Context: an optimization exercise on an open-source flow, tuned for small area. The choices shown serve that exercise and are no tape-out recipe. The RTL was checked by simulation tests, not by an equivalence proof against the original design. Power figures rest on the tool's default switching activity, not on a simulated workload.

`flow/design.v`:
```
module pulse_gen
(
	input wire clk, rst,
	input wire instr_fifo_empty,
	input wire [31:0] instr_fifo_data,
	output wire instr_fifo_read,
	input wire pulse_fifo_empty,
	input wire [31:0] pulse_fifo_data,
	output wire pulse_fifo_read,
	output wire [255:0] m_axis_tdata,
	output wire m_axis_tvalid,
	input wire m_axis_tready,
	output wire [255:0] m0_axis_tdata,
	output wire m0_axis_tvalid,
	input wire m0_axis_tready,
	output wire [7:0] state_out,
	output wire busy
);
localparam [3:0] S_IDLE = 0, S_RST_READ = 1, S_READ = 2, S_WAIT_TICK = 3,
                 S_WAIT_PULSE = 4, S_TOGGLE_END = 5, S_SS_1 = 6, S_SS_2 = 7,
                 S_SS_3 = 8, S_SS_4 = 9, S_SS_5 = 10, S_SS_6 = 11,
                 S_SS_WAIT = 12, S_WAIT_CLEAR = 13, S_SS_SYNC_SEND = 14,
                 S_TOGGLE_SEND = 15;
reg [3:0] state;
reg is_phase_meas_mode;
reg [15:0] amplitude_n;   
reg [15:0] pulse_len_reg;
reg [23:0] clock_period;
reg [45:0] main_clock;
reg clock_tick;           
reg rst_clock;
reg [15:0] cnt_n;         
reg [3:0] fine_delay;     
reg [7:0] dead_n;         
reg [6:0] dead_half;      
reg [11:0] words_n;       
reg word_on;              
reg word_late;            
reg word_end;             
reg m0_on;
assign m_axis_tvalid = 1'b1;
assign m0_axis_tvalid = 1'b1;
assign state_out = {4'b0, state};
assign busy = (state != S_IDLE) || is_phase_meas_mode;
assign instr_fifo_read = (state == S_RST_READ);
assign pulse_fifo_read = (state == S_SS_2) || (state == S_WAIT_CLEAR);
genvar i;
wire [46:0] mc_c;
assign mc_c[0] = 1'b1;
generate
	for (i = 0; i < 46; i = i + 1) begin : mc_chain
		assign mc_c[i+1] = mc_c[i] & main_clock[i];
	end
endgenerate
wire [45:0] mc_inc = main_clock ^ mc_c[45:0];
wire period_zero = (clock_period == 0);
wire clock_pre_tick = period_zero ? mc_c[46] :
	(mc_c[24] || (main_clock[45:24] != 0) || (mc_inc[23:0] >= clock_period));
wire clock_clear = rst_clock || clock_pre_tick;
function [15:0] therm;
input [3:0] n;
begin
	therm = ~(16'hFFFF >> n);
end
endfunction
wire len_long = (pulse_len_reg[15:4] != 0);
wire [15:0] pulse_mask = len_long ? 16'hFFFF : therm(pulse_len_reg[3:0]);
wire [4:0] end_lane = pulse_len_reg[3:0] + fine_delay;
wire [15:0] end_mask = therm(end_lane[3:0]);
wire [15:0] late_mask = ~therm(fine_delay);
wire words_last = (&words_n[11:1]) && !(!words_n[0] && end_lane[4]);
wire tail_on = !words_n[0] ^ end_lane[4];
wire [15:0] mask = {16{word_on}} & (word_late ? late_mask : 16'hFFFF) &
	(word_end ? (end_mask | {16{word_late && (len_long || end_lane[4])}}) : 16'hFFFF);
wire [15:0] out_mask = is_phase_meas_mode ? (clock_tick ? pulse_mask : 16'h0) : mask;
wire [15:0] m0_mask = m0_on ? pulse_mask : 16'h0;
generate
	for (i = 0; i < 16; i = i + 1) begin : lanes
		assign m_axis_tdata[i*16 +: 16] = ~(amplitude_n | {16{~out_mask[i]}});
		assign m0_axis_tdata[i*16 +: 16] = ~(amplitude_n | {16{~m0_mask[i]}});
	end
endgenerate
wire [16:0] cnt_c;
wire [12:0] words_c;
wire [8:0] dead_c;
assign cnt_c[0] = 1'b1;
assign words_c[0] = 1'b1;
assign dead_c[0] = 1'b1;
generate
	for (i = 0; i < 16; i = i + 1) begin : cnt_chain
		assign cnt_c[i+1] = cnt_c[i] & cnt_n[i];
	end
	for (i = 0; i < 12; i = i + 1) begin : words_chain
		assign words_c[i+1] = words_c[i] & words_n[i];
	end
	for (i = 0; i < 8; i = i + 1) begin : dead_chain
		assign dead_c[i+1] = dead_c[i] & dead_n[i];
	end
endgenerate
wire cnt_zero = cnt_c[16];
wire dead_zero = dead_c[8];
wire [7:0] cmd = instr_fifo_data[31:24];
task set_word(input on, input late, input ends);
begin
	word_on <= on;
	word_late <= late;
	word_end <= ends;
end
endtask
always @(posedge clk) begin
	case (state)
		S_RST_READ: fine_delay <= 0;
		S_READ: if (cmd == 8'd1) fine_delay <= instr_fifo_data[3:0];
		S_SS_3: fine_delay <= pulse_fifo_data[3:0];
		default: ;
	endcase
	case (state)
		S_READ: begin
			if (cmd == 8'd1) cnt_n <= ~instr_fifo_data[23:8];
			else if (cmd == 8'd5 || cmd == 8'd6) cnt_n <= ~instr_fifo_data[15:0];
		end
		S_SS_3: cnt_n <= ~pulse_fifo_data[23:8];
		S_TOGGLE_END, S_SS_1, S_WAIT_TICK, S_SS_4:
			if (!cnt_zero && clock_pre_tick) cnt_n <= cnt_n ^ cnt_c[15:0];
		S_WAIT_PULSE, S_SS_5:
			if (!cnt_zero) cnt_n <= cnt_n ^ cnt_c[15:0];
		default: ;
	endcase
	if (state == S_READ && cmd == 8'd6) begin
		dead_n <= ~instr_fifo_data[23:16];
		dead_half <= instr_fifo_data[23:17];
	end
	else if (state == S_SS_WAIT && !dead_zero && clock_tick)
		dead_n <= dead_n ^ dead_c[7:0];
	case (state)
		S_TOGGLE_END, S_SS_1: if (clock_pre_tick) words_n <= ~pulse_len_reg[15:4];
		S_SS_4, S_SS_5: words_n <= ~pulse_len_reg[15:4];
		S_TOGGLE_SEND, S_SS_SYNC_SEND, S_SS_6: if (!words_last) words_n <= words_n ^ words_c[11:0];
		default: ;
	endcase
end
always @(posedge clk or negedge rst) begin
	if (!rst) begin
		state <= S_IDLE;
		is_phase_meas_mode <= 0;
		amplitude_n <= 16'h8000;
		pulse_len_reg <= 18;
		clock_period <= 10;
		rst_clock <= 0;
		word_on <= 0;
		word_late <= 0;
		word_end <= 0;
		m0_on <= 0;
	end
	else begin
		rst_clock <= (state == S_READ) && (cmd == 8'd0);
		m0_on <= (state == S_SS_WAIT) && !dead_zero && clock_tick &&
		         (dead_n == ~{1'b0, dead_half});
		case (state)
			S_IDLE: begin
				set_word(0, 0, 0);
				if (!instr_fifo_empty) state <= S_RST_READ;
			end
			S_RST_READ: state <= S_READ;
			S_READ: begin
				state <= S_IDLE;
				case (cmd)
					8'd0: set_word(1, 1, 1);
					8'd1: state <= S_WAIT_TICK;
					8'd2: clock_period <= instr_fifo_data[23:0];
					8'd3: is_phase_meas_mode <= 1;
					8'd4: is_phase_meas_mode <= 0;
					8'd5: begin
						is_phase_meas_mode <= 0;
						state <= S_TOGGLE_END;
					end
					8'd6: state <= S_SS_1;
					8'd7: if (!pulse_fifo_empty) state <= S_WAIT_CLEAR;
					8'd8: amplitude_n <= ~instr_fifo_data[15:0];
					8'd9: pulse_len_reg <= instr_fifo_data[15:0];
					default: ;
				endcase
			end
			S_WAIT_CLEAR: if (pulse_fifo_empty) state <= S_IDLE;
			S_TOGGLE_END, S_SS_1: begin
				if (cnt_zero) begin
					set_word(0, 0, 0);
					if (state == S_TOGGLE_END || pulse_fifo_empty) state <= S_IDLE;
					else state <= S_SS_WAIT;
				end
				else if (clock_pre_tick) begin
					set_word(1, 1, 1);
					state <= (state == S_TOGGLE_END) ? S_TOGGLE_SEND : S_SS_SYNC_SEND;
				end
				else if (state == S_TOGGLE_END) set_word(0, 0, 0);
			end
			S_TOGGLE_SEND, S_SS_SYNC_SEND, S_SS_6: begin
				if (words_last) begin
					set_word(tail_on, 0, 1);
					if (state == S_TOGGLE_SEND) state <= S_TOGGLE_END;
					else if (state == S_SS_SYNC_SEND) state <= S_SS_1;
					else if (!pulse_fifo_empty) state <= S_SS_2;
					else state <= S_IDLE;
				end
				else set_word(1, 0, 0);
			end
			S_SS_WAIT: if (dead_zero) state <= S_SS_2;
			S_SS_2: begin
				set_word(0, 0, 0);
				state <= S_SS_3;
			end
			S_SS_3: state <= S_SS_4;
			S_SS_4, S_SS_5: begin
				if (clock_pre_tick || state == S_SS_5) begin
					if (cnt_zero) begin
						set_word(1, 1, 1);
						state <= S_SS_6;
					end
					else state <= S_SS_5;
				end
			end
			S_WAIT_TICK, S_WAIT_PULSE: begin
				if (clock_pre_tick || state == S_WAIT_PULSE) begin
					if (cnt_zero) begin
						set_word(1, 1, 0);
						state <= S_IDLE;
					end
					else state <= S_WAIT_PULSE;
				end
			end
		endcase
	end
end
always @(posedge clk or negedge rst) begin
	if (!rst) begin
		main_clock <= 0;
		clock_tick <= 1;
	end
	else begin
		main_clock <= clock_clear ? 46'd0 : mc_inc;
		clock_tick <= clock_clear;
	end
end
endmodule
```
`flow/flow/run.sh`:
```
#!/bin/bash
# Standard layout, with the smallest buffer on every port and no CTS dummy loads.
set -euo pipefail
export BUFFER_PORTS_ARGS="-buffer_cell sky130_fd_sc_hd__buf_1"
export CTS_ARGS="-sink_clustering_enable -repair_clock_nets -dont_use_dummy_load"
bash standard.sh > standard.log 2>&1
```
`flow/standard.sh`:
```
#!/bin/bash
# synth_recipe.tcl (not shown) runs the flow's synth.tcl, then flattens the netlist and writes it again
# the make line also repeats each setting of config.mk as NAME=value (left out here)
make -C /OpenROAD-flow-scripts/flow DESIGN_CONFIG=/design/flow/config.mk WORK_HOME=/design/flow/orfs CLKGATE_MAP_FILE= SYNTH_SCRIPT=/design/flow/synth_recipe.tcl "${@:-finish}"
```
`flow/config.mk`:
```
export PLATFORM = sky130hd
export DESIGN_NAME = pulse_gen
export DESIGN_NICKNAME = pulse_gen
export VERILOG_FILES = /design/flow/design.v
export SDC_FILE = /design/flow/constraint.sdc
export NUM_CORES = 4
export LEC_CHECK = 0
export CAP_MARGIN = 20
export CORE_MARGIN = 2
export CORE_UTILIZATION = 30
export SLEW_MARGIN = 20
```
`flow/constraint.sdc`:
```
create_clock -name core_clock -period 10.0 [get_ports {clk}]
set_input_delay 2.0000 -clock core_clock [delete_from_list [all_inputs] [get_ports {clk}]]
set_output_delay 2.0000 -clock core_clock [all_outputs]
set_load 0.01 [all_outputs]
```
==> results of run 1 <==
[cell usage after synthesis (all sizes together) (16+ instances only)]
library cell	count
nor2	520
dfrtp	107
ha	106
nand2	106
clkbuf	92
o21ai	76
nor3	64
buf	63
a21oi	57
and2	48
edfxtp	47
inv	36
mux2	18
mux2i	17
a221o	16
[worst min-delay path, cell delays in order (launching register included)]
cell and delay [ns]:
sky130_fd_sc_hd__dfstp_2 0.36, sky130_fd_sc_hd__inv_1 0.08, sky130_fd_sc_hd__o21ai_0 0.09
[metal layers]
metal / up-vias / track usage (%) / wire (um)
met5: - / 0.952 / 48
met4: 2 / 8.63 / 1660
met3: 96 / 5.76 / 4300
met2: 764 / 40.0 / 24600
met1: 6188 / 29.1 / 21100
li1: 6053 / - / -
[power groups by stage]
stage	clock (mW)	sequential (mW)	combinational (mW)
after floorplan	0	0.863	0.630
after global placement	0	0.942	0.771
after detailed placement	0	0.946	0.783
after CTS	0.534	0.934	0.784
after global routing	0.562	0.949	0.896
final	0.527	0.938	0.800
[final cells by class]
cell class	instances	share of cell area [%]
timing repair buffer	604	16.3
clock buffer	17	2.88
multi-input combinational	1193	46.7
tap	518	4.39
sequential	160	28.9
inverter	36	0.916
[how the worst min path moves through the flow]
stage,startpoint,to,cells after the start
3_3_place_gp,main_clock[0],main_clock[0],1
5_1_grt,clock_period[3],clock_period[3],2
2_1_floorplan,main_clock[0],main_clock[0],1
4_1_cts,main_clock[0],main_clock[0],1
3_5_place_dp,main_clock[0],main_clock[0],1
6_report,clock_period[3],clock_period[3],2
[kinds of logic after synthesis]
group,Yosys count,synth area share [%]
AOI/OAI and AO/OA,205,11.7
adders and majority gates,107,11.4
and+or+nand+nor,826,30.0
DFF,160,35.8
buffers and inverters,191,6.88
xor gates and xnor gates,14,1.03
muxes,35,3.14
other,2,0.0633
[what timing repair did]
| item | 4_1_cts | 5_1_grt |
|---|---|---|
| setup endpoints to repair | 0 | 80 |
| gates resized for setup | 0 | 10 |
| hold buffers | 0 | 0 |
| setup buffers | 0 | 1 |
| hold endpoints to repair | 0 | 0 |
==> impl_metrics.csv, run 1 <==
group,metric,value,unit
status,outcome,"finished clean",
timing,finalWorstSetupSlack,0.470,ns
power_and_ir_drop,p_sw_share,38.2,%
logic_synthesis,synth_seq_cells,160,
power_and_ir_drop,clkPwrFrac,23.3,%
floorplanning,floorplan.die_area,41100,um2
placed_design,numPortBuffers,574,
timing,timing.final.max_slew_violations,0,
critical_path,regToRegStartpoint,"main_clock[0]",
finish,biggestRegsByFlops,"main_clock (46), clock_period (24)",
logic_synthesis,cell_type_contributing_the_most_total_cell_area_after_synthesis,"sky130_fd_sc_hd__dfrtp_1",
global_routing,antenna_found_initial,0,
logic_synthesis,synthesis.instances,1540,
placed_design,preCtsSetupSlack,0.271,ns
clock_tree,clock_latency,0.44,ns
timing,final.setup.tns,0,ns
critical_path,worstSetupEndpoint,"words_n[6]",
timing,max_clock_freq,0.105,GHz
clock_tree,cts_made_buffers,17,
global_routing,grt_pass1_vias,11900,
power_and_ir_drop,static_power_due_to_leakage,7.35,nW
clock_tree,clock_sink_count,160,
drt,number_of_routed_nets_with_antenna_violations,0,
finish,max_flop_register,"main_clock",
finish,fin_nets,2189,
critical_path,worstReg2RegEnd,"words_n[6]",
power_and_ir_drop,maximum_resistive_drop_on_vdd,0.000107,V
drt,routed-via-count,13100,
critical_path,buffers_inverters_on_critical_path,1,
power_and_ir_drop,power_report.internal_total,1.40,mW
finish,regArea,4260,um2
power_and_ir_drop,total_power,2.27,mW
power_and_ir_drop,power.density_cell_area,154,nW/um2
clock_tree,htree_num_levels,4,
critical_path,worst_setup_path_end_kind,"flop",
floorplanning,initial_utilization,30.5,%
power_and_ir_drop,switching_power,0.866,mW
finish,mostFrequentLayoutCell,"sky130_fd_sc_hd__buf_1",
placed_design,final_weighted_congestion_in_routability_driven_placement,0.930,
clock_tree,clock_tree.buffer_depth,2,
floorplanning,die_width,203,um
timing,period_share,95.3,%
global_routing,grt_max_degree,75,
floorplanning,io-pin-count,595,
logic_synthesis,post_synth_num_cell_types,66,
finish,filler_cell_count,4064,
drt,detail_route.wirelength,51800,um
finish,antennaDiodeCount,0,
global_routing,grt_pass1_wl,72900,um
critical_path,cp_max_fo,12,
worst_hold_path,timing.hold.worst.class,"flop to flop",
clock_tree,cts_tree,"done",
floorplanning,floorplan.core_area,38800,um2
critical_path,start_kind,"flop",
timing,hold-worst-slack,0.538,ns
finish,layoutNonFillerInstCount,2528,
drt,routedWlPerCell,20.5,um
timing,final-setup-viol-count,0,
drt,first_drt_pass_iteration_count,5,
critical_path,path_delay_family,"adder cells",
floorplanning,placement_rows,72,
timing,slew_headroom,25.8,%
critical_path,startpoint,"main_clock[0]",
critical_path,ff2ff_path_depth,50,
critical_path,crit_arrival,9.69,ns
finish,largest_register_ff_count,46,
logic_synthesis,synth-edff-count,47,
power_and_ir_drop,pwr-share-seq,41.4,%
placed_design,placedCellCount,2507,
critical_path,r2r_setup_slack,0.47,ns
logic_synthesis,synthArstFlopShare,70.6,%
placed_design,placed_cell_area,14200,um2
finish,layout_common_cells,"573 x sky130_fd_sc_hd__buf_1, 517 x sky130_fd_sc_hd__nor2_1, 106 x sky130_fd_sc_hd__nand2_1",
placed_design,dp_hpwl,38300,um
clock_tree,cts_root_buffer,"sky130_fd_sc_hd__clkbuf_16",
critical_path,crit_path_max_incr_delay,0.39,ns
logic_synthesis,yosysWarnings,1,
drt,remaining_drc_errors,0,
critical_path,required_time_worst_endpoint,10.16,ns
finish,multi_input_comb_area,6890,um2
timing,tightestPinTransition,1.11,ns
finish,postLayoutCoreUtil,38.0,%
finish,drive_gt1_share,5.92,%
logic_synthesis,netlist_top_cells_area,"sky130_fd_sc_hd__dfrtp_1 23%, sky130_fd_sc_hd__nor2_1 16%, sky130_fd_sc_hd__edfxtp_1 12%, sky130_fd_sc_hd__ha_1 11%, sky130_fd_sc_hd__nand2_1 3.4%",
logic_synthesis,synthesis.area_per_instance,7.70,um2
logic_synthesis,synth_top_area_share,22.6,%
critical_path,crit_slowest_cell,"sky130_fd_sc_hd__dfrtp_1",
timing,finClkSkew,0.0382,ns
drt,vias_per_cell,5.18,
timing,final_hold_viol_count,0,
drt,drt_iter0_drc,1466,
critical_path,crit_type,"flop to flop",
global_routing,global_route.overflow_total,0,
logic_synthesis,ys.flop_type,"sky130_fd_sc_hd__dfrtp_1",
logic_synthesis,seq_area_frac_synth,35.8,%
finish,flow.area_growth_from_synthesis,24.4,%
timing,post-route-min-period,9.53,ns
floorplanning,die_h,203,um
clock_tree,cts.reportedPaths.clkPinSlew,0.06,ns
finish,finalInstanceArea,14700,um2
power_and_ir_drop,p_comb_share,35.3,%
critical_path,number_of_cells_on_the_critical_path,50,
logic_synthesis,cell_area_after_synthesis,11900,um2
critical_path,cpMostUsedCell,"sky130_fd_sc_hd__ha_1",
global_routing,global_route.usage.total,23.6,%
run,max-cap-violations,0,
==> run 2: changes to the inputs <==
==> flow/flow/run.sh (replaced) <==
#!/bin/bash
# Standard layout, with the smallest buffer on every port, a clock tree of
# mid-sized buffers and no CTS dummy loads.
set -euo pipefail
export BUFFER_PORTS_ARGS="-buffer_cell sky130_fd_sc_hd__buf_1"
export CTS_ARGS="-sink_clustering_enable -repair_clock_nets -dont_use_dummy_load -buf_list sky130_fd_sc_hd__clkbuf_8 -root_buf sky130_fd_sc_hd__clkbuf_8 -sink_clustering_size 24 -sink_clustering_max_diameter 60"
bash standard.sh > standard.log 2>&1
==> run 2 against run 1 <==
Effect of this change: via count rose by 0.44%; clock-buffer cell count did not move; final cell count did not move; register-to-register slack barely moved; sequential share of layout area rose by 0.39 points; wire length fell by 0.22%; combinational power fell by 0.5%; flip-flop and latch count did not move; critical path type unchanged; largest cell class unchanged.
==> impl_metrics.csv, run 2 <==
group,metric,value,unit
clock_tree,clock_latency,0.47,ns
finish,largest_register_ff_count,46,
floorplanning,floorplan.die_area,41100,um2
global_routing,antenna_found_initial,0,
critical_path,start_kind,"flop",
floorplanning,initial_utilization,30.5,%
status,outcome,"finished clean",
drt,met3_length,4410,um
worst_hold_path,timing.hold.worst.class,"flop to flop",
clock_tree,clock_tree.buffer_depth,2,
floorplanning,placement_rows,72,
power_and_ir_drop,p_sw_share,40.2,%
floorplanning,floorplan.core_area,38800,um2
critical_path,crit_slowest_cell,"sky130_fd_sc_hd__dfrtp_1",
drt,remaining_drc_errors,0,
logic_synthesis,synthesis.instances,1540,
logic_synthesis,netlist_top_cells_area,"sky130_fd_sc_hd__dfrtp_1 23%, sky130_fd_sc_hd__nor2_1 16%, sky130_fd_sc_hd__edfxtp_1 12%, sky130_fd_sc_hd__ha_1 11%, sky130_fd_sc_hd__nand2_1 3.4%",
critical_path,cp_max_fo,16,
timing,final.setup.tns,0,ns
finish,max_flop_register,"main_clock",
timing,final_hold_viol_count,0,
timing,finClkSkew,0.0496,ns
finish,layout_common_cells,"573 x sky130_fd_sc_hd__buf_1, 517 x sky130_fd_sc_hd__nor2_1, 106 x sky130_fd_sc_hd__nand2_1",
drt,routed-via-count,13200,
global_routing,global_route.overflow_total,0,
drt,detail_route.wirelength,51700,um
global_routing,grt_pass1_vias,11900,
critical_path,crit_type,"flop to flop",
finish,drive_gt1_share,5.97,%
global_routing,grt_max_degree,75,
clock_tree,cts_tree,"done",
power_and_ir_drop,switching_power,0.843,mW
timing,slew_headroom,26.1,%
power_and_ir_drop,static_power_due_to_leakage,7.26,nW
critical_path,cpMostUsedCell,"sky130_fd_sc_hd__ha_1",
drt,top_layer_used,"met5",
logic_synthesis,post-synth-top-count-cell,"sky130_fd_sc_hd__nor2_1",
clock_tree,clock_sink_count,160,
logic_synthesis,post_synth_num_cell_types,66,
timing,tightestPinTransition,1.11,ns
finish,fin_nets,2189,
global_routing,grt_pass1_wl,72900,um
logic_synthesis,synthesis.area_per_instance,7.70,um2
finish,biggestRegsByFlops,"main_clock (46), clock_period (24)",
power_and_ir_drop,clkPwrFrac,17.2,%
logic_synthesis,synth_seq_cells,160,
critical_path,worst_setup_path_end_kind,"flop",
power_and_ir_drop,p_comb_share,38.0,%
timing,period_share,95.2,%
logic_synthesis,cell_area_after_synthesis,11900,um2
timing,post-route-min-period,9.52,ns
logic_synthesis,yosysWarnings,1,
power_and_ir_drop,power.density_cell_area,144,nW/um2
logic_synthesis,cell_type_contributing_the_most_total_cell_area_after_synthesis,"sky130_fd_sc_hd__dfrtp_1",
critical_path,required_time_worst_endpoint,10.12,ns
finish,mostFrequentLayoutCell,"sky130_fd_sc_hd__buf_1",
drt,route.layer.met1.wl,20900,um
critical_path,crit_arrival,9.64,ns
placed_design,numPortBuffers,574,
finish,flow.area_growth_from_synthesis,22.7,%
drt,routedWlPerCell,20.4,um
power_and_ir_drop,power_report.internal_total,1.25,mW
clock_tree,cts_made_buffers,17,
drt,vias_per_cell,5.21,
finish,antennaDiodeCount,0,
drt,first_drt_pass_iteration_count,6,
clock_tree,cts_root_buffer,"sky130_fd_sc_hd__clkbuf_8",
logic_synthesis,seq_area_frac_synth,35.8,%
floorplanning,io-pin-count,595,
placed_design,preCtsSetupSlack,0.271,ns
drt,number_of_routed_nets_with_antenna_violations,0,
timing,final-setup-viol-count,0,
floorplanning,die_width,203,um
clock_tree,cts.reportedPaths.clkPinSlew,0.07,ns
logic_synthesis,synthArstFlopShare,70.6,%
critical_path,crit_path_max_incr_delay,0.39,ns
power_and_ir_drop,maximum_resistive_drop_on_vdd,0.0000914,V
clock_tree,htree_num_levels,4,
run,max-cap-violations,0,
placed_design,dp_hpwl,38300,um
logic_synthesis,synth_commonest_cells,"518 x sky130_fd_sc_hd__nor2_1, 107 x sky130_fd_sc_hd__dfrtp_1, 106 x sky130_fd_sc_hd__ha_1, 106 x sky130_fd_sc_hd__nand2_1, 92 x sky130_fd_sc_hd__clkbuf_1",
floorplanning,die_h,203,um
timing,setup_repair_after_global_routing_missed_its_margin,"no",
timing,finalWorstSetupSlack,0.476,ns
logic_synthesis,synth_top_area_share,22.6,%
placed_design,final_weighted_congestion_in_routability_driven_placement,0.930,
drt,met2_wl,24700,um
logic_synthesis,ys.flop_type,"sky130_fd_sc_hd__dfrtp_1",
drt,drt_iter0_drc,1402,
timing,max_clock_freq,0.105,GHz
logic_synthesis,synth-edff-count,47,
timing,timing.final.max_slew_violations,0,
global_routing,global_route.usage.total,23.6,%
power_and_ir_drop,pwr-share-seq,44.8,%
==> run 2: cell counts after synthesis <==
Identical to the previous run, type by type.
==> run 2: cells by family after synthesis <==
group	share of synthesized area (%)
compound gates	11.7
xor+xnor	1.03
fa+ha+maj	11.4
buf+inv	6.88
flops	35.8
mux	3.14
other cells	0.0633
simple gates	30.0
==> run 2: critical path, delay by kind of cell (launching register included) <==
kind,cells,cell delay [ns]
adder cells (fa/ha/maj),45,8.10
AND/OR/NAND/NOR,2,0.45
AO/OA/AOI/OAI,2,0.32
flip-flops,1,0.39
==> run 2: metrics by stage <==
step	cells	hold slack [ns]	total power [mW]	utilization, %	area (um2)
floorplan	1544	0.433	1.49	-	11900
global placement	2505	0.461	1.71	36.6	14200
detailed placement	2507	0.465	1.73	36.7	14200
CTS	2524	0.480	2.08	37.3	14500
global route	2528	0.564	2.24	37.5	14600
finish	2528	0.540	2.10	37.5	14600
==> run 2: final timing paths <==
check	slack, ns	depth (start not counted)	end	start
max	0.48	49	cnt_n[12]	main_clock[0]
min	0.54	2	clock_period[3]	clock_period[3]
max reg2reg	0.48	49	cnt_n[12]	main_clock[0]
min reg2reg	0.54	2	clock_period[3]	clock_period[3]
max in group asynchronous	7.04	2	amplitude_n[6]	rst
min in group asynchronous	1.55	1	amplitude_n[1]	rst
==> run 2: area by class of cell <==
| class | instances | area [um2] |
|---|---|---|
| multi-input combinational | 1193 | 6880 |
| inverter | 36 | 135 |
| sequential | 160 | 4260 |
| clock buffer | 17 | 234 |
| fill | 4089 | 24300 |
| timing repair buffer | 604 | 2400 |
| tap | 518 | 648 |
==> run 2: routing by layer <==
| layer | vias up | track usage, % |
|---|---|---|
| li1 | 6046 | - |
| met1 | 6218 | 29.1 |
| met2 | 809 | 40.1 |
| met3 | 86 | 5.31 |
| met4 | 2 | 8.76 |
| met5 | - | 0.952 |
==> run 2: power groups by stage <==
| stage | combinational (mW) | sequential (mW) | clock [mW] |
|---|---|---|---|
| after floorplan | 0.630 | 0.863 | 0 |
| after global placement | 0.771 | 0.942 | 0 |
| after detailed placement | 0.783 | 0.946 | 0 |
| after CTS | 0.784 | 0.933 | 0.367 |
| after global routing | 0.892 | 0.949 | 0.395 |
| final | 0.796 | 0.938 | 0.360 |
==> run 2: what timing repair did <==
action,CTS,global route
endpoints found under the hold margin,0,0
buffers inserted,0,1
setup endpoints to repair,0,81
hold buffers,0,0
resized for setup,0,10
==> run 3: changes to the inputs <==
--- a/flow/design.v
+++ b/flow/design.v
@@ -28,5 +28,4 @@
 reg [23:0] clock_period;
-reg [45:0] main_clock;
+reg [45:0] main_clock_p1;  
 reg clock_tick;           
-reg rst_clock;
 reg [15:0] cnt_n;         
@@ -47,13 +46,20 @@
 genvar i;
-wire [46:0] mc_c;
+wire [24:0] mc_c;
+wire [22:0] mc_hc;
 assign mc_c[0] = 1'b1;
+assign mc_hc[0] = &main_clock_p1[23:0];
 generate
-	for (i = 0; i < 46; i = i + 1) begin : mc_chain
-		assign mc_c[i+1] = mc_c[i] & main_clock[i];
+	for (i = 0; i < 24; i = i + 1) begin : mc_chain
+		assign mc_c[i+1] = mc_c[i] & main_clock_p1[i];
+	end
+	for (i = 0; i < 22; i = i + 1) begin : mc_hchain
+		assign mc_hc[i+1] = mc_hc[i] & main_clock_p1[24+i];
 	end
 endgenerate
-wire [45:0] mc_inc = main_clock ^ mc_c[45:0];
-wire period_zero = (clock_period == 0);
-wire clock_pre_tick = period_zero ? mc_c[46] :
-	(mc_c[24] || (main_clock[45:24] != 0) || (mc_inc[23:0] >= clock_period));
+wire [45:0] mc_inc = main_clock_p1 ^ {mc_hc[21:0], mc_c[23:0]};
+wire mc_high = (main_clock_p1[45:24] != 0);
+wire mc_ones = !mc_high && (main_clock_p1[23:0] == 0);
+wire clock_pre_tick = mc_ones ||
+	((clock_period != 0) && (mc_high || (main_clock_p1[23:0] >= clock_period)));
+wire rst_clock = (state == S_IDLE) && word_on && word_late && word_end;
 wire clock_clear = rst_clock || clock_pre_tick;
@@ -82,2 +88,12 @@
 endgenerate
+wire cnt_zero = &cnt_n;
+wire dead_zero = &dead_n;
+wire cnt_count = !cnt_zero && (((state == S_TOGGLE_END || state == S_SS_1 ||
+	state == S_WAIT_TICK || state == S_SS_4) && clock_pre_tick) ||
+	state == S_WAIT_PULSE || state == S_SS_5);
+wire dead_count = (state == S_SS_WAIT) && !dead_zero && clock_tick;
+wire words_count = (state == S_TOGGLE_SEND || state == S_SS_SYNC_SEND || state == S_SS_6) &&
+	!words_last;
+wire words_load = ((state == S_TOGGLE_END || state == S_SS_1) && clock_pre_tick) ||
+	state == S_SS_4 || state == S_SS_5;
 wire [16:0] cnt_c;
@@ -85,5 +101,5 @@
 wire [8:0] dead_c;
-assign cnt_c[0] = 1'b1;
-assign words_c[0] = 1'b1;
-assign dead_c[0] = 1'b1;
+assign cnt_c[0] = cnt_count;
+assign words_c[0] = words_count;
+assign dead_c[0] = dead_count;
 generate
@@ -99,4 +115,2 @@
 endgenerate
-wire cnt_zero = cnt_c[16];
-wire dead_zero = dead_c[8];
 wire [7:0] cmd = instr_fifo_data[31:24];
@@ -116,14 +130,6 @@
 	endcase
-	case (state)
-		S_READ: begin
-			if (cmd == 8'd1) cnt_n <= ~instr_fifo_data[23:8];
-			else if (cmd == 8'd5 || cmd == 8'd6) cnt_n <= ~instr_fifo_data[15:0];
-		end
-		S_SS_3: cnt_n <= ~pulse_fifo_data[23:8];
-		S_TOGGLE_END, S_SS_1, S_WAIT_TICK, S_SS_4:
-			if (!cnt_zero && clock_pre_tick) cnt_n <= cnt_n ^ cnt_c[15:0];
-		S_WAIT_PULSE, S_SS_5:
-			if (!cnt_zero) cnt_n <= cnt_n ^ cnt_c[15:0];
-		default: ;
-	endcase
+	if (state == S_READ && cmd == 8'd1) cnt_n <= ~instr_fifo_data[23:8];
+	else if (state == S_READ && (cmd == 8'd5 || cmd == 8'd6)) cnt_n <= ~instr_fifo_data[15:0];
+	else if (state == S_SS_3) cnt_n <= ~pulse_fifo_data[23:8];
+	else cnt_n <= cnt_n ^ cnt_c[15:0];
 	if (state == S_READ && cmd == 8'd6) begin
@@ -132,10 +138,5 @@
 	end
-	else if (state == S_SS_WAIT && !dead_zero && clock_tick)
-		dead_n <= dead_n ^ dead_c[7:0];
-	case (state)
-		S_TOGGLE_END, S_SS_1: if (clock_pre_tick) words_n <= ~pulse_len_reg[15:4];
-		S_SS_4, S_SS_5: words_n <= ~pulse_len_reg[15:4];
-		S_TOGGLE_SEND, S_SS_SYNC_SEND, S_SS_6: if (!words_last) words_n <= words_n ^ words_c[11:0];
-		default: ;
-	endcase
+	else dead_n <= dead_n ^ dead_c[7:0];
+	if (words_load) words_n <= ~pulse_len_reg[15:4];
+	else words_n <= words_n ^ words_c[11:0];
 end
@@ -148,3 +149,2 @@
 		clock_period <= 10;
-		rst_clock <= 0;
 		word_on <= 0;
@@ -155,3 +155,2 @@
 	else begin
-		rst_clock <= (state == S_READ) && (cmd == 8'd0);
 		m0_on <= (state == S_SS_WAIT) && !dead_zero && clock_tick &&
@@ -235,3 +234,3 @@
 	if (!rst) begin
-		main_clock <= 0;
+		main_clock_p1 <= 1;
 		clock_tick <= 1;
@@ -239,3 +238,3 @@
 	else begin
-		main_clock <= clock_clear ? 46'd0 : mc_inc;
+		main_clock_p1 <= clock_clear ? 46'd1 : mc_inc;
 		clock_tick <= clock_clear;
==> flow/flow/run.sh (replaced) <==
#!/bin/bash
# The standard layout (standard.sh), with three changes that only size cells:
#  - synthesis maps logic with an area-oriented ABC script (flow/area_synth.tcl);
#  - every port still gets its own buffer, the smallest one (buf_1);
#  - CTS builds the clock tree from clkbuf_8 cells and adds no dummy loads.
set -euo pipefail
here=$(cd "$(dirname "$0")" && pwd)
export BUFFER_PORTS_ARGS="-buffer_cell sky130_fd_sc_hd__buf_1"
export CTS_ARGS="-sink_clustering_enable -repair_clock_nets -dont_use_dummy_load -buf_list sky130_fd_sc_hd__clkbuf_8 -root_buf sky130_fd_sc_hd__clkbuf_8 -sink_clustering_size 24 -sink_clustering_max_diameter 60"
bash standard.sh SYNTH_SCRIPT="$here/area_synth.tcl" finish > standard.log 2>&1
==> flow/flow/area.abc (new file) <==
strash; &get -n; &st; &dch; &nf -R 1000; &put; topo; dnsize -c
==> flow/flow/area_synth.tcl (new file) <==
# The standard synthesis, with ABC mapping the logic by an area-oriented
# script (flow/area.abc) in place of ORFS's speed script. Registers are
# untouched: ABC maps only the combinational logic between them.
set area_abc_script [file join [file dirname [file normalize [info script]]] area.abc]
proc abc {args} {
  set i [lsearch -exact $args -script]
  if {$i >= 0} {
    set args [lreplace $args $i [expr {$i + 1}] -script $::area_abc_script]
  }
  yosys abc {*}$args
}
source [file join [file dirname [file dirname [file normalize [info script]]]] synth_recipe.tcl]
==> run 3 against run 2 <==
Effect of this change: clock power fell by 2%; flip-flop and latch count is 1 lower; die area down 11%; sequential share of layout area decreased by 1.1 points; critical path type unchanged; largest power group is now combinational logic.
==> impl_metrics.csv, run 3 <==
group,metric,value,unit
floorplanning,die_width,192,um
logic_synthesis,synthesis.instances,1378,
drt,detail_route.wirelength,48100,um
timing,period_share,66.2,%
logic_synthesis,synth_commonest_cells,"592 x sky130_fd_sc_hd__nor2_1, 106 x sky130_fd_sc_hd__ha_1, 105 x sky130_fd_sc_hd__dfrtp_1, 78 x sky130_fd_sc_hd__nand2_1, 65 x sky130_fd_sc_hd__a21oi_1",
placed_design,dp_hpwl,33700,um
worst_hold_path,hp-start,"main_clock_p1[0]",
status,outcome,"finished clean",
critical_path,crit_path_max_incr_delay,0.55,ns
logic_synthesis,synthesis.area_per_instance,7.68,um2
timing,tightestPinTransition,1.13,ns
clock_tree,clock_sink_count,159,
critical_path,cpMostUsedCell,"sky130_fd_sc_hd__ha_1",
clock_tree,clock_tree.buffer_depth,2,
logic_synthesis,synth-edff-count,11,
power_and_ir_drop,static_power_due_to_leakage,7.07,nW
floorplanning,die_h,192,um
global_routing,grt_pass1_wl,65500,um
power_and_ir_drop,maximum_resistive_drop_on_vdd,0.000245,V
logic_synthesis,synthArstFlopShare,70.4,%
global_routing,global_route.usage.total,24.0,%
floorplanning,io-pin-count,595,
finish,largest_register_ff_count,46,
critical_path,worstReg2RegEnd,"cnt_n[15]",
timing,setup_repair_after_global_routing_missed_its_margin,"no",
timing,final.setup.tns,0,ns
critical_path,crit_arrival,6.97,ns
logic_synthesis,cell_area_after_synthesis,10600,um2
clock_tree,htree_num_levels,4,
global_routing,global_route.overflow_total,0,
critical_path,regToRegStartpoint,"clock_period[1]",
floorplanning,floorplan.die_area,36800,um2
global_routing,grt_max_degree,63,
worst_hold_path,hold-path-endpoint,"main_clock_p1[0]",
timing,final-setup-viol-count,0,
logic_synthesis,post-synth-top-count-cell,"sky130_fd_sc_hd__nor2_1",
drt,number_of_routed_nets_with_antenna_violations,0,
run,max-cap-violations,0,
logic_synthesis,synth_top_area_share,24.8,%
finish,max_flop_register,"main_clock_p1",
timing,slew_headroom,24.9,%
critical_path,path_delay_family,"adder cells",
timing,finClkSkew,0.0295,ns
drt,first_drt_pass_iteration_count,6,
drt,drt_iter0_drc,1471,
clock_tree,cts_tree,"done",
logic_synthesis,yosysWarnings,1,
finish,mostFrequentLayoutCell,"sky130_fd_sc_hd__nor2_1",
finish,antennaDiodeCount,0,
logic_synthesis,post_synth_num_cell_types,52,
finish,fin_nets,2169,
global_routing,grt_pass1_vias,10800,
placed_design,preCtsSetupSlack,3.41,ns
critical_path,cp_max_fo,5,
clock_tree,cts-hold-fix-buffers,0,
clock_tree,cts_made_buffers,17,
floorplanning,initial_utilization,30.6,%
drt,vias_per_cell,5.21,
finish,layout_common_cells,"591 x sky130_fd_sc_hd__nor2_1, 573 x sky130_fd_sc_hd__buf_1, 106 x sky130_fd_sc_hd__ha_1",
timing,final_hold_viol_count,0,
finish,layoutNonFillerInstCount,2445,
logic_synthesis,ys.flop_type,"sky130_fd_sc_hd__dfrtp_1",
worst_hold_path,timing.hold.worst.class,"flop to flop",
critical_path,ff2ff_path_depth,34,
clock_tree,cts_root_buffer,"sky130_fd_sc_hd__clkbuf_8",
finish,postLayoutCoreUtil,39.8,%
clock_tree,postCtsSetupBuffers,0,
drt,remaining_drc_errors,0,
critical_path,number_of_cells_on_the_critical_path,34,
clock_tree,postCtsResizedCells,0,
floorplanning,floorplan.core_area,34600,um2
drt,routed-via-count,12700,
timing,max_clock_freq,0.151,GHz
critical_path,required_time_worst_endpoint,10.35,ns
critical_path,r2r_setup_slack,3.38,ns
critical_path,crit_type,"flop to flop",
timing,timing.final.max_slew_violations,0,
worst_hold_path,timing.hold.worst_path_depth,1,
logic_synthesis,netlist_top_cells_area,"sky130_fd_sc_hd__dfrtp_1 25%, sky130_fd_sc_hd__nor2_1 21%, sky130_fd_sc_hd__ha_1 13%, sky130_fd_sc_hd__dfxtp_1 6.8%, sky130_fd_sc_hd__mux2_1 4.4%",
floorplanning,placement_rows,68,
finish,flow.area_growth_from_synthesis,30.4,%
finish,drive_gt1_share,3.62,%
timing,post-route-min-period,6.62,ns
placed_design,numPortBuffers,574,
critical_path,worst_setup_path_end_kind,"flop",
finish,biggestRegsByFlops,"main_clock_p1 (46), clock_period (24)",
drt,routedWlPerCell,19.7,um
clock_tree,clock_latency,0.46,ns
critical_path,start_kind,"flop",
critical_path,buffers_inverters_on_critical_path,1,
global_routing,antenna_found_initial,0,
placed_design,placedCellCount,2426,
placed_design,final_weighted_congestion_in_routability_driven_placement,0.872,
clock_tree,cts.reportedPaths.clkPinSlew,0.09,ns
logic_synthesis,seq_area_frac_synth,36.5,%
logic_synthesis,cell_type_contributing_the_most_total_cell_area_after_synthesis,"sky130_fd_sc_hd__dfrtp_1",
logic_synthesis,synth_seq_cells,159,
critical_path,crit_slowest_cell,"sky130_fd_sc_hd__dfstp_2",
power_and_ir_drop,power.density_cell_area,257,nW/um2
timing,finalWorstSetupSlack,3.38,ns
-- run 3: cell count changes in the layout (fill, tap and decap cells not counted), moves of 22 or more --
cell                       previous run  this run
sky130_fd_sc_hd__and2_0               0        49
sky130_fd_sc_hd__and2_1              48         0
sky130_fd_sc_hd__clkinv_1             0        35
sky130_fd_sc_hd__dfxtp_1              0        36
sky130_fd_sc_hd__edfxtp_1            47        11
sky130_fd_sc_hd__inv_1               36         0
sky130_fd_sc_hd__mux2_1               1        41
sky130_fd_sc_hd__nand2_1            106        78
sky130_fd_sc_hd__nor2_1             517       591
sky130_fd_sc_hd__nor3_1              62        14
sky130_fd_sc_hd__o21ai_0             71        49
-- run 3: routing by layer --
metal	wire length, um	part of all wire [%]	vias up	GRT usage [%]
met2	23600	49	768	41.6
met5	0	0	-	0
met3	4600	9.6	92	5.34
met4	1240	2.6	0	7.25
li1	-	-	5922	-
met1	18700	39	5954	29.6
-- run 3: worst max path at each step --
stage,to,start
floorplan,cnt_n[15],clock_period[1]
global placement,cnt_n[15],clock_period[1]
detailed placement,cnt_n[15],clock_period[1]
CTS,cnt_n[15],clock_period[1]
global route,cnt_n[15],clock_period[1]
finish,cnt_n[15],clock_period[1]
-- run 3: where the power goes --
| group | internal [mW] | switching, mW |
|---|---|---|
| sequential | 0.750 | 0.147 |
| combinational | 0.753 | 1.54 |
| clock | 0.150 | 0.204 |
| total | 1.65 | 1.89 |
-- run 3: layout make-up --
cell class / instances / area (um2)
fill: 3633 / 20800
multi-input combinational: 1182 / 6620
sequential: 159 / 3880
timing repair buffer: 597 / 2360
tap: 455 / 569
clock buffer: 17 / 234
inverter: 35 / 131
-- run 3: through the flow --
step / hold WS, ns / cell area, um2 / total power [mW]
global route: 0.489 / 13800 / 3.82
global placement: 0.440 / 13500 / 3.13
CTS: 0.462 / 13700 / 3.52
finish: 0.462 / 13800 / 3.54
detailed placement: 0.449 / 13500 / 3.15
floorplan: 0.433 / 10600 / 2.20
-- run 3: kinds of logic (layout without fill, tap and decap cells) --
logic type	count (synthesis)	in the layout	share of synthesized area [%]
and+or+nand+nor	830	830	33.0
DFF	159	159	36.5
xor gates and xnor gates	10	10	0.828
muxes	42	42	4.46
other	2	6	0.0710
AOI/OAI and AO/OA	187	187	10.8
buffers and inverters	41	649	1.67
adders and majority gates	107	107	12.7
-- run 3: worst register-to-register path: cells and delay by family (launching register included) --
family                     cells  cell delay (ns)
and+or+nand+nor                4             0.41
AOI/OAI and AO/OA             12             2.21
DFF                            1             0.55
buffers and inverters          1             0.06
adders and majority gates     16             3.17
xor gates and xnor gates       1             0.14
==> run 4: changes to the inputs <==
--- a/flow/design.v
+++ b/flow/design.v
@@ -61,4 +61,21 @@
 wire mc_ones = !mc_high && (main_clock_p1[23:0] == 0);
-wire clock_pre_tick = mc_ones ||
-	((clock_period != 0) && (mc_high || (main_clock_p1[23:0] >= clock_period)));
+wire [24:0] ge_lo;        
+wire [24:12] ge_hi0, ge_hi1;
+assign ge_lo[0] = 1'b1;
+assign ge_hi0[12] = 1'b0;
+assign ge_hi1[12] = 1'b1;
+generate
+	for (i = 0; i < 12; i = i + 1) begin : ge_chain
+		assign ge_lo[i+1] = (main_clock_p1[i] & ~clock_period[i]) |
+			((main_clock_p1[i] | ~clock_period[i]) & ge_lo[i]);
+	end
+	for (i = 12; i < 24; i = i + 1) begin : ge_sel
+		assign ge_hi0[i+1] = (main_clock_p1[i] & ~clock_period[i]) |
+			((main_clock_p1[i] | ~clock_period[i]) & ge_hi0[i]);
+		assign ge_hi1[i+1] = (main_clock_p1[i] & ~clock_period[i]) |
+			((main_clock_p1[i] | ~clock_period[i]) & ge_hi1[i]);
+	end
+endgenerate
+wire mc_ge = ge_lo[12] ? ge_hi1[24] : ge_hi0[24];
+wire clock_pre_tick = mc_ones || ((clock_period != 0) && (mc_high || mc_ge));
 wire rst_clock = (state == S_IDLE) && word_on && word_late && word_end;
==> flow/flow/area.abc (replaced) <==
strash; &get -n; &st; &dch; &nf -R 20; &put; topo; dnsize -c
==> run 4 against run 3 <==
Effect of this change: sequential power increased by 4.0%; worst setup slack got worse by 0.89 ns; hold slack about the same; wire length decreased by 0.78%; global-route usage increased by 0.59 points; core utilization decreased by 0.29 points; flip-flop and latch count unchanged; first-iteration DRC count decreased by 18%; sequential share of layout area increased by 0.49 points; critical endpoint is now cnt_n[14]; non-clock buffer count decreased by 1; combinational power decreased by 15%; clock-buffer cell count unchanged.
==> impl_metrics.csv, run 4 <==
group,metric,value,unit
finish,layout_common_cells,"579 x sky130_fd_sc_hd__nor2_1, 573 x sky130_fd_sc_hd__buf_1, 92 x sky130_fd_sc_hd__nand2_1",
timing,tightestPinTransition,1.10,ns
critical_path,crit_path_max_incr_delay,0.55,ns
drt,top_layer_used,"met4",
finish,finalInstanceArea,13600,um2
logic_synthesis,synthesis.instances,1366,
drt,detail_route.wirelength,47700,um
critical_path,worst_setup_path_end_kind,"flop",
logic_synthesis,synth-edff-count,11,
global_routing,grt_pass1_wl,66500,um
critical_path,buffers_inverters_on_critical_path,1,
critical_path,cp_max_fo,5,
clock_tree,cts-hold-fix-buffers,0,
timing,slew_headroom,26.5,%
clock_tree,clock_sink_count,159,
logic_synthesis,synthArstFlopShare,70.4,%
worst_hold_path,timing.hold.worst.class,"flop to flop",
clock_tree,clock_tree.buffer_depth,2,
power_and_ir_drop,maximum_resistive_drop_on_vdd,0.000122,V
drt,number_of_routed_nets_with_antenna_violations,0,
floorplanning,initial_utilization,30.2,%
placed_design,placed_cell_area,13300,um2
clock_tree,postCtsResizedCells,0,
timing,post-route-min-period,7.51,ns
finish,fin_nets,2132,
critical_path,r2r_setup_slack,2.49,ns
drt,remaining_drc_errors,0,
global_routing,grt_pass1_vias,10600,
critical_path,crit_type,"flop to flop",
timing,timing.final.max_slew_violations,0,
clock_tree,cts_made_buffers,17,
clock_tree,htree_num_levels,4,
timing,period_share,75.1,%
clock_tree,cts_root_buffer,"sky130_fd_sc_hd__clkbuf_8",
finish,drive_gt1_share,3.64,%
global_routing,global_route.usage.total,24.6,%
timing,max_clock_freq,0.133,GHz
floorplanning,die_width,190,um
finish,flow.area_growth_from_synthesis,30.9,%
logic_synthesis,post-synth-top-count-cell,"sky130_fd_sc_hd__nor2_1",
logic_synthesis,netlist_top_cells_area,"sky130_fd_sc_hd__dfrtp_1 25%, sky130_fd_sc_hd__nor2_1 21%, sky130_fd_sc_hd__ha_1 9.9%, sky130_fd_sc_hd__dfxtp_1 7.0%, sky130_fd_sc_hd__mux2_1 3.8%",
finish,max_flop_register,"main_clock_p1",
drt,met3_length,4170,um
critical_path,crit_slowest_cell,"sky130_fd_sc_hd__dfstp_2",
drt,route.layer.met1.wl,20200,um
drt,first_drt_pass_iteration_count,6,
timing,final-setup-viol-count,0,
placed_design,dp_hpwl,32700,um
power_and_ir_drop,power.density_cell_area,238,nW/um2
drt,routed-via-count,12700,
critical_path,start_kind,"flop",
critical_path,crit_arrival,7.83,ns
drt,vias_per_cell,5.21,
global_routing,global_route.overflow_total,0,
clock_tree,cts_tree,"done",
drt,drt_iter0_drc,1200,
logic_synthesis,synth_seq_cells,159,
finish,mostFrequentLayoutCell,"sky130_fd_sc_hd__nor2_1",
finish,biggestRegsByFlops,"main_clock_p1 (46), clock_period (24)",
logic_synthesis,post_synth_num_cell_types,54,
floorplanning,io-pin-count,595,
logic_synthesis,synthesis.area_per_instance,7.59,um2
global_routing,antenna_found_initial,0,
timing,final_hold_viol_count,0,
global_routing,grt_max_degree,63,
run,max-cap-violations,0,
logic_synthesis,seq_area_frac_synth,37.3,%
clock_tree,postCtsSetupBuffers,0,
clock_tree,clock_latency,0.47,ns
finish,largest_register_ff_count,46,
critical_path,required_time_worst_endpoint,10.32,ns
status,outcome,"finished clean",
timing,finClkSkew,0.0473,ns
power_and_ir_drop,total_power,3.23,mW
logic_synthesis,yosysWarnings,1,
critical_path,cpMostUsedCell,"sky130_fd_sc_hd__ha_1",
drt,met2_wl,22800,um
logic_synthesis,synth_top_area_share,25.4,%
floorplanning,floorplan.core_area,34300,um2
timing,final.setup.tns,0,ns
placed_design,numPortBuffers,574,
logic_synthesis,synth_commonest_cells,"579 x sky130_fd_sc_hd__nor2_1, 105 x sky130_fd_sc_hd__dfrtp_1, 92 x sky130_fd_sc_hd__nand2_1, 82 x sky130_fd_sc_hd__ha_1, 64 x sky130_fd_sc_hd__o21ai_0",
finish,antennaDiodeCount,0,
floorplanning,placement_rows,68,
power_and_ir_drop,static_power_due_to_leakage,6.88,nW
logic_synthesis,cell_type_contributing_the_most_total_cell_area_after_synthesis,"sky130_fd_sc_hd__dfrtp_1",
timing,setup_repair_after_global_routing_missed_its_margin,"no",
clock_tree,cts.reportedPaths.clkPinSlew,0.08,ns
logic_synthesis,cell_area_after_synthesis,10400,um2
floorplanning,die_h,190,um
floorplanning,floorplan.die_area,36000,um2
drt,routedWlPerCell,19.6,um
placed_design,final_weighted_congestion_in_routability_driven_placement,0.935,
critical_path,path_delay_family,"adder cells",
logic_synthesis,ys.flop_type,"sky130_fd_sc_hd__dfrtp_1",
==> run 4: changes by cell type in the layout (fill, tap and decap cells not counted), sizes merged, moves of 6 or more <==
cell and delta:
o21ai +13, mux2 -6, nand2 +14, clkinv -8, nand2b +6, a21oi -7, nor2 -13, o22ai +7
ha -24
==> run 4: report_power, final <==
part | switching [mW] | total, mW | internal, mW
registers | 0.171 | 0.933 | 0.762
clock network | 0.207 | 0.357 | 0.150
logic | 1.29 | 1.94 | 0.642
==> run 4: path summary, 6_finish.rpt <==
| kind | start | to | cells past startpoint |
|---|---|---|---|
| hold / removal | main_clock_p1[0] | main_clock_p1[0] | 1 |
| setup / recovery | main_clock_p1[0] | cnt_n[14] | 39 |
| setup reg to reg | main_clock_p1[0] | cnt_n[14] | 39 |
| min in group asynchronous | rst | amplitude_n[7] | 1 |
| hold reg to reg | main_clock_p1[0] | main_clock_p1[0] | 1 |
| max in group asynchronous | rst | amplitude_n[1] | 2 |
==> run 4: cell families (layout without fill, tap and decap cells) <==
logic type | Yosys count | in the layout | synth area share (%)
buf+inv | 33 | 640 | 1.41
other cells | 2 | 6 | 0.0725
xor+xnor | 8 | 8 | 0.676
mux | 36 | 36 | 3.90
fa+ha+maj | 86 | 86 | 10.4
simple gates | 836 | 836 | 34.1
flops | 159 | 159 | 37.3
compound gates | 206 | 206 | 12.2
==> run 4: metal layers <==
metal | vias up | global-route usage [%]
met2 | 774 | 42.0
met3 | 46 | 4.32
met1 | 5952 | 33.0
met4 | 0 | 4.03
li1 | 5896 | -
met5 | - | 0
==> run 4: layout make-up <==
class / instances / area, um2
Sequential cell: 159 / 3880
Timing Repair Buffer: 596 / 2340
Inverter: 27 / 101
Fill cell: 3615 / 20700
Multi-Input combinational cell: 1178 / 6430
Clock buffer: 17 / 234
Tap cell: 455 / 569
==> run 4: stage by stage <==
step                utilization [%]  hold WS [ns]  setup slack [ns]  instances
floorplan                         -         0.433              3.36       1370
global placement               38.7         0.444              2.59       2413
detailed placement             38.8         0.446              2.57       2415
CTS                            39.5         0.465              2.51       2432
global route                   39.6         0.473              1.94       2432
finish                         39.6         0.462              2.49       2432
==> run 4: worst register-to-register path: cells and delay by family (launching register included) <==
kind | cells | cell delay (ns)
compound gates | 19 | 3.22
fa+ha+maj | 18 | 3.43
buf+inv | 1 | 0.08
simple gates | 1 | 0.10
flops | 1 | 0.55
==> run 5: changes to the inputs <==
--- a/flow/config.mk
+++ b/flow/config.mk
@@ -7,5 +7,5 @@
 export LEC_CHECK = 0
-export CAP_MARGIN = 20
+export CAP_MARGIN = 0
 export CORE_MARGIN = 2
 export CORE_UTILIZATION = 30
-export SLEW_MARGIN = 20
+export SLEW_MARGIN = 0
==> run 5 against run 4 <==
Effect of this change: still clean; flip-flop and latch count unchanged; critical path depth unchanged; clock power is essentially flat; synthesized area unchanged; global-route usage barely moved; clock-buffer cell count unchanged; synthesized cell count unchanged; via count grew 0.13%; largest cell class unchanged.
==> impl_metrics.csv, run 5 <==
group,metric,value,unit
status,outcome,"finished clean",
logic_synthesis,seq_area_frac_synth,37.3,%
global_routing,global_route.usage.total,24.6,%
floorplanning,die_h,190,um
drt,detail_route.wirelength,47800,um
floorplanning,initial_utilization,30.2,%
drt,remaining_drc_errors,0,
timing,timing.final.max_slew_violations,0,
worst_hold_path,timing.hold.worst.class,"flop to flop",
logic_synthesis,synthesis.instances,1366,
finish,mostFrequentLayoutCell,"sky130_fd_sc_hd__nor2_1",
critical_path,crit_type,"flop to flop",
timing,finClkSkew,0.0490,ns
clock_tree,cts_tree,"done",
logic_synthesis,netlist_top_cells_area,"sky130_fd_sc_hd__dfrtp_1 25%, sky130_fd_sc_hd__nor2_1 21%, sky130_fd_sc_hd__ha_1 9.9%, sky130_fd_sc_hd__dfxtp_1 7.0%, sky130_fd_sc_hd__mux2_1 3.8%",
drt,number_of_routed_nets_with_antenna_violations,0,
placed_design,numPortBuffers,574,
logic_synthesis,synth_seq_cells,159,
power_and_ir_drop,static_power_due_to_leakage,6.86,nW
logic_synthesis,synthesis.area_per_instance,7.59,um2
timing,final-setup-viol-count,0,
critical_path,worst_setup_path_end_kind,"flop",
timing,max_clock_freq,0.132,GHz
finish,max_flop_register,"main_clock_p1",
clock_tree,cts_root_buffer,"sky130_fd_sc_hd__clkbuf_8",
global_routing,grt_max_degree,63,
finish,fin_nets,2130,
finish,drive_gt1_share,3.34,%
run,max-cap-violations,0,
clock_tree,postCtsResizedCells,0,
power_and_ir_drop,p_comb_share,59.8,%
logic_synthesis,post-synth-top-count-cell,"sky130_fd_sc_hd__nor2_1",
timing,final_hold_viol_count,0,
logic_synthesis,post_synth_num_cell_types,54,
finish,layoutNonFillerInstCount,2433,
global_routing,global_route.overflow_total,0,
timing,final.setup.tns,0,ns
critical_path,required_time_worst_endpoint,10.31,ns
power_and_ir_drop,power_report.internal_total,1.54,mW
finish,postLayoutCoreUtil,39.4,%
global_routing,grt_pass1_wl,66500,um
critical_path,start_kind,"flop",
timing,period_share,75.6,%
power_and_ir_drop,pwr-share-seq,29.1,%
clock_tree,cts-hold-fix-buffers,0,
finish,regArea,3880,um2
logic_synthesis,synth_top_area_share,25.4,%
finish,filler_cell_count,3578,
drt,vias_per_cell,5.21,
placed_design,final_weighted_congestion_in_routability_driven_placement,0.935,
floorplanning,placement_rows,68,
finish,layout_common_cells,"579 x sky130_fd_sc_hd__nor2_1, 573 x sky130_fd_sc_hd__buf_1, 92 x sky130_fd_sc_hd__nand2_1",
drt,first_drt_pass_iteration_count,6,
timing,tightestPinTransition,1.30,ns
drt,drt_iter0_drc,1419,
finish,largest_register_ff_count,46,
power_and_ir_drop,switching_power,1.67,mW
clock_tree,clock_tree.buffer_depth,2,
clock_tree,clock_latency,0.47,ns
clock_tree,postCtsSetupBuffers,0,
power_and_ir_drop,clkPwrFrac,11.1,%
clock_tree,htree_num_levels,4,
critical_path,crit_path_max_incr_delay,0.55,ns
logic_synthesis,yosysWarnings,1,
logic_synthesis,cell_type_contributing_the_most_total_cell_area_after_synthesis,"sky130_fd_sc_hd__dfrtp_1",
timing,setup_repair_after_global_routing_missed_its_margin,"no",
power_and_ir_drop,power.density_cell_area,238,nW/um2
logic_synthesis,synthArstFlopShare,70.4,%
clock_tree,cts_made_buffers,17,
timing,slew_headroom,12.8,%
finish,multi_input_comb_area,6410,um2
logic_synthesis,cell_area_after_synthesis,10400,um2
floorplanning,floorplan.core_area,34300,um2
clock_tree,cts.reportedPaths.clkPinSlew,0.08,ns
floorplanning,io-pin-count,595,
power_and_ir_drop,total_power,3.22,mW
clock_tree,clock_sink_count,159,
floorplanning,die_width,190,um
finish,flow.area_growth_from_synthesis,30.4,%
finish,finalInstanceArea,13500,um2
timing,post-route-min-period,7.56,ns
drt,routedWlPerCell,19.6,um
power_and_ir_drop,p_sw_share,52.1,%
logic_synthesis,synth-edff-count,11,
floorplanning,floorplan.die_area,36000,um2
logic_synthesis,ys.flop_type,"sky130_fd_sc_hd__dfrtp_1",
drt,routed-via-count,12700,
global_routing,antenna_found_initial,1,
critical_path,r2r_setup_slack,2.44,ns
critical_path,crit_slowest_cell,"sky130_fd_sc_hd__dfstp_2",
placed_design,placed_cell_area,13300,um2
critical_path,crit_arrival,7.88,ns
placed_design,placedCellCount,2413,
logic_synthesis,synth_commonest_cells,"579 x sky130_fd_sc_hd__nor2_1, 105 x sky130_fd_sc_hd__dfrtp_1, 92 x sky130_fd_sc_hd__nand2_1, 82 x sky130_fd_sc_hd__ha_1, 64 x sky130_fd_sc_hd__o21ai_0",
critical_path,cpMostUsedCell,"sky130_fd_sc_hd__ha_1",
power_and_ir_drop,maximum_resistive_drop_on_vdd,0.000130,V
critical_path,cp_max_fo,5,
global_routing,grt_pass1_vias,10500,
finish,biggestRegsByFlops,"main_clock_p1 (46), clock_period (24)",
placed_design,dp_hpwl,32600,um
## run 5: worst max-delay path, delay by kind of cell, from the launching register on
| kind | cells | cell delay [ns] |
|---|---|---|
| AND/OR/NAND/NOR | 1 | 0.10 |
| buffers and inverters | 1 | 0.09 |
| adder cells (fa/ha/maj) | 18 | 3.40 |
| flip-flops | 1 | 0.55 |
| AO/OA/AOI/OAI | 19 | 3.28 |
## run 5: cell families (layout without fill, tap and decap cells)
group / after synthesis / after routing / share of synthesized area (%)
other: 2 / 9 / 0.0725
AO/OA/AOI/OAI: 206 / 206 / 12.2
buffers and inverters: 33 / 638 / 1.41
flip-flops: 159 / 159 / 37.3
AND/OR/NAND/NOR: 836 / 836 / 34.1
XOR/XNOR: 8 / 8 / 0.676
multiplexers: 36 / 36 / 3.90
adder cells (fa/ha/maj): 86 / 86 / 10.4
## run 5: power by group through the flow
stage	Clock, mW	Combinational [mW]	Sequential (mW)
after floorplan	0	1.16	0.877
after global placement	0	1.89	0.939
after detailed placement	0	1.90	0.941
after CTS	0.368	1.91	0.928
after global routing	0.393	2.12	0.949
final	0.358	1.92	0.935
## run 5: layer usage
layer | part of all wire (%) | global-route usage (%)
met2 | 48 | 41.6
met3 | 9.4 | 5.18
met5 | 0 | 0
met1 | 42 | 32.7
met4 | 1.2 | 4.35
## run 5: cell type report
cell class              count  share of cell area [%]
flip-flops and latches    159                    28.7
diodes                      3                  0.0555
well taps                 455                    4.21
repair buffers            594                    17.1
multi-input cells        1178                    47.5
clock buffers              17                    1.73
inverters                  27                   0.750
## run 5: final timing paths
check,start,to,depth (start not counted)
worst min register to register,main_clock_p1[0],main_clock_p1[0],1
max in group asynchronous,rst,amplitude_n[0],2
worst max register to register,main_clock_p1[0],cnt_n[14],39
worst min-delay path,main_clock_p1[0],main_clock_p1[0],1
min in group asynchronous,rst,amplitude_n[11],1
worst max-delay path,main_clock_p1[0],cnt_n[14],39
## run 5: through the flow
| stage | setup slack [ns] | hold slack [ns] |
|---|---|---|
| finish | 2.44 | 0.466 |
| global route | 2.00 | 0.484 |
| CTS | 2.47 | 0.473 |
| detailed placement | 2.58 | 0.454 |
| global placement | 2.59 | 0.444 |
| floorplan | 3.36 | 0.433 |
==> run 6: changes to the inputs <==
--- a/flow/config.mk
+++ b/flow/config.mk
@@ -9,3 +9,3 @@
 export CORE_MARGIN = 2
-export CORE_UTILIZATION = 30
+export CORE_UTILIZATION = 45
 export SLEW_MARGIN = 0
==> run 6 against run 5 <==
Effect of this change: the run now fails in I/O pin placement; synthesized cell count unchanged; synthesized area unchanged.
==> impl_metrics.csv, run 6 <==
group,metric,value,unit
floorplanning,die_h,156,um
logic_synthesis,post_synth_num_cell_types,54,
logic_synthesis,synth-edff-count,11,
logic_synthesis,cell_type_contributing_the_most_total_cell_area_after_synthesis,"sky130_fd_sc_hd__dfrtp_1",
logic_synthesis,post-synth-top-count-cell,"sky130_fd_sc_hd__nor2_1",
logic_synthesis,synth_fa_ha_area_share,10.4,%
logic_synthesis,fraction_of_synthesized_cell_area_in_xor_and_xnor_cells,0.676,%
floorplanning,initial_utilization,45.8,%
logic_synthesis,synth_seq_cells,159,
floorplanning,die_width,156,um
status,outcome,"aborted with a tool error",
logic_synthesis,synthesis.area_per_instance,7.59,um2
logic_synthesis,synth-simple-area-share,34.1,%
status,error_text_reported_by_the_tool,"[ERROR PPL-0024] Number of IO pins (595) exceeds maximum number of available positions (556). Increase the die perimeter from 623.02um to 809.20um.",
logic_synthesis,netlist_top_cells_area,"sky130_fd_sc_hd__dfrtp_1 25%, sky130_fd_sc_hd__nor2_1 21%, sky130_fd_sc_hd__ha_1 9.9%, sky130_fd_sc_hd__dfxtp_1 7.0%, sky130_fd_sc_hd__mux2_1 3.8%",
status,flow.stopped_at,"I/O pin placement",
logic_synthesis,yosysWarnings,1,
logic_synthesis,synth-compound-area-share,12.2,%
logic_synthesis,seq_area_frac_synth,37.3,%
logic_synthesis,synth_commonest_cells,"579 x sky130_fd_sc_hd__nor2_1, 105 x sky130_fd_sc_hd__dfrtp_1, 92 x sky130_fd_sc_hd__nand2_1, 82 x sky130_fd_sc_hd__ha_1, 64 x sky130_fd_sc_hd__o21ai_0",
logic_synthesis,synth_mux_area_share,3.90,%
floorplanning,placement_rows,55,
logic_synthesis,ys.flop_type,"sky130_fd_sc_hd__dfrtp_1",
logic_synthesis,synth_top_area_share,25.4,%
logic_synthesis,synth_top_family_by_area,"simple AND/OR/NAND/NOR gates",
logic_synthesis,synthArstFlopShare,70.4,%
logic_synthesis,cell_area_after_synthesis,10400,um2
logic_synthesis,synthesis.instances,1366,
[run 6: logic make-up after synthesis]
family | count (synthesis)
simple gates | 836
compound gates | 206
flops | 159
fa+ha+maj | 86
mux | 36
buf+inv | 33
xor+xnor | 8
other cells | 2

[static timing again, ports no longer ideal]
The flow's constraints put no driver on any port. The routed layouts listed below were extracted and timed again, unchanged, in two steps. Step 1: set_driving_cell puts a clkbuf_16 on clk and a buf_2 on each other input, an assumption about the parent block. Step 2, shift: input delay + t, output delay - t, t = (earliest + latest rising clock arrival at the registers) / 2. This alone moves slack from input paths to output paths. Three values: no drivers, after step 1, after step 2; two values: the first two.
| run | t, ns | slack for setup (ns) | hold WS [ns] | worst data-port slew with drivers (ns) | pins driven straight from the clock port |
|---|---|---|---|---|---|
| run 1 | 0.476 | 0.470 / 0.470 / 0.470 | 0.538 / 0.538 / 0.538 | 0.08 | 1 |
| run 2 | 0.491 | 0.476 / 0.476 / 0.476 | 0.540 / 0.540 / 0.540 | 0.08 | 1 |
| run 3 | 0.483 | 3.376 / 3.376 / 3.376 | 0.462 / 0.462 / 0.462 | 0.06 | 1 |
| run 4 | 0.487 | 2.489 / 2.489 / 2.489 | 0.462 / 0.462 / 0.462 | 0.07 | 1 |
| run 5 | 0.493 | 2.437 / 2.437 / 2.437 | 0.466 / 0.466 / 0.466 | 0.07 | 1 |
After both steps every run listed still meets setup and hold.
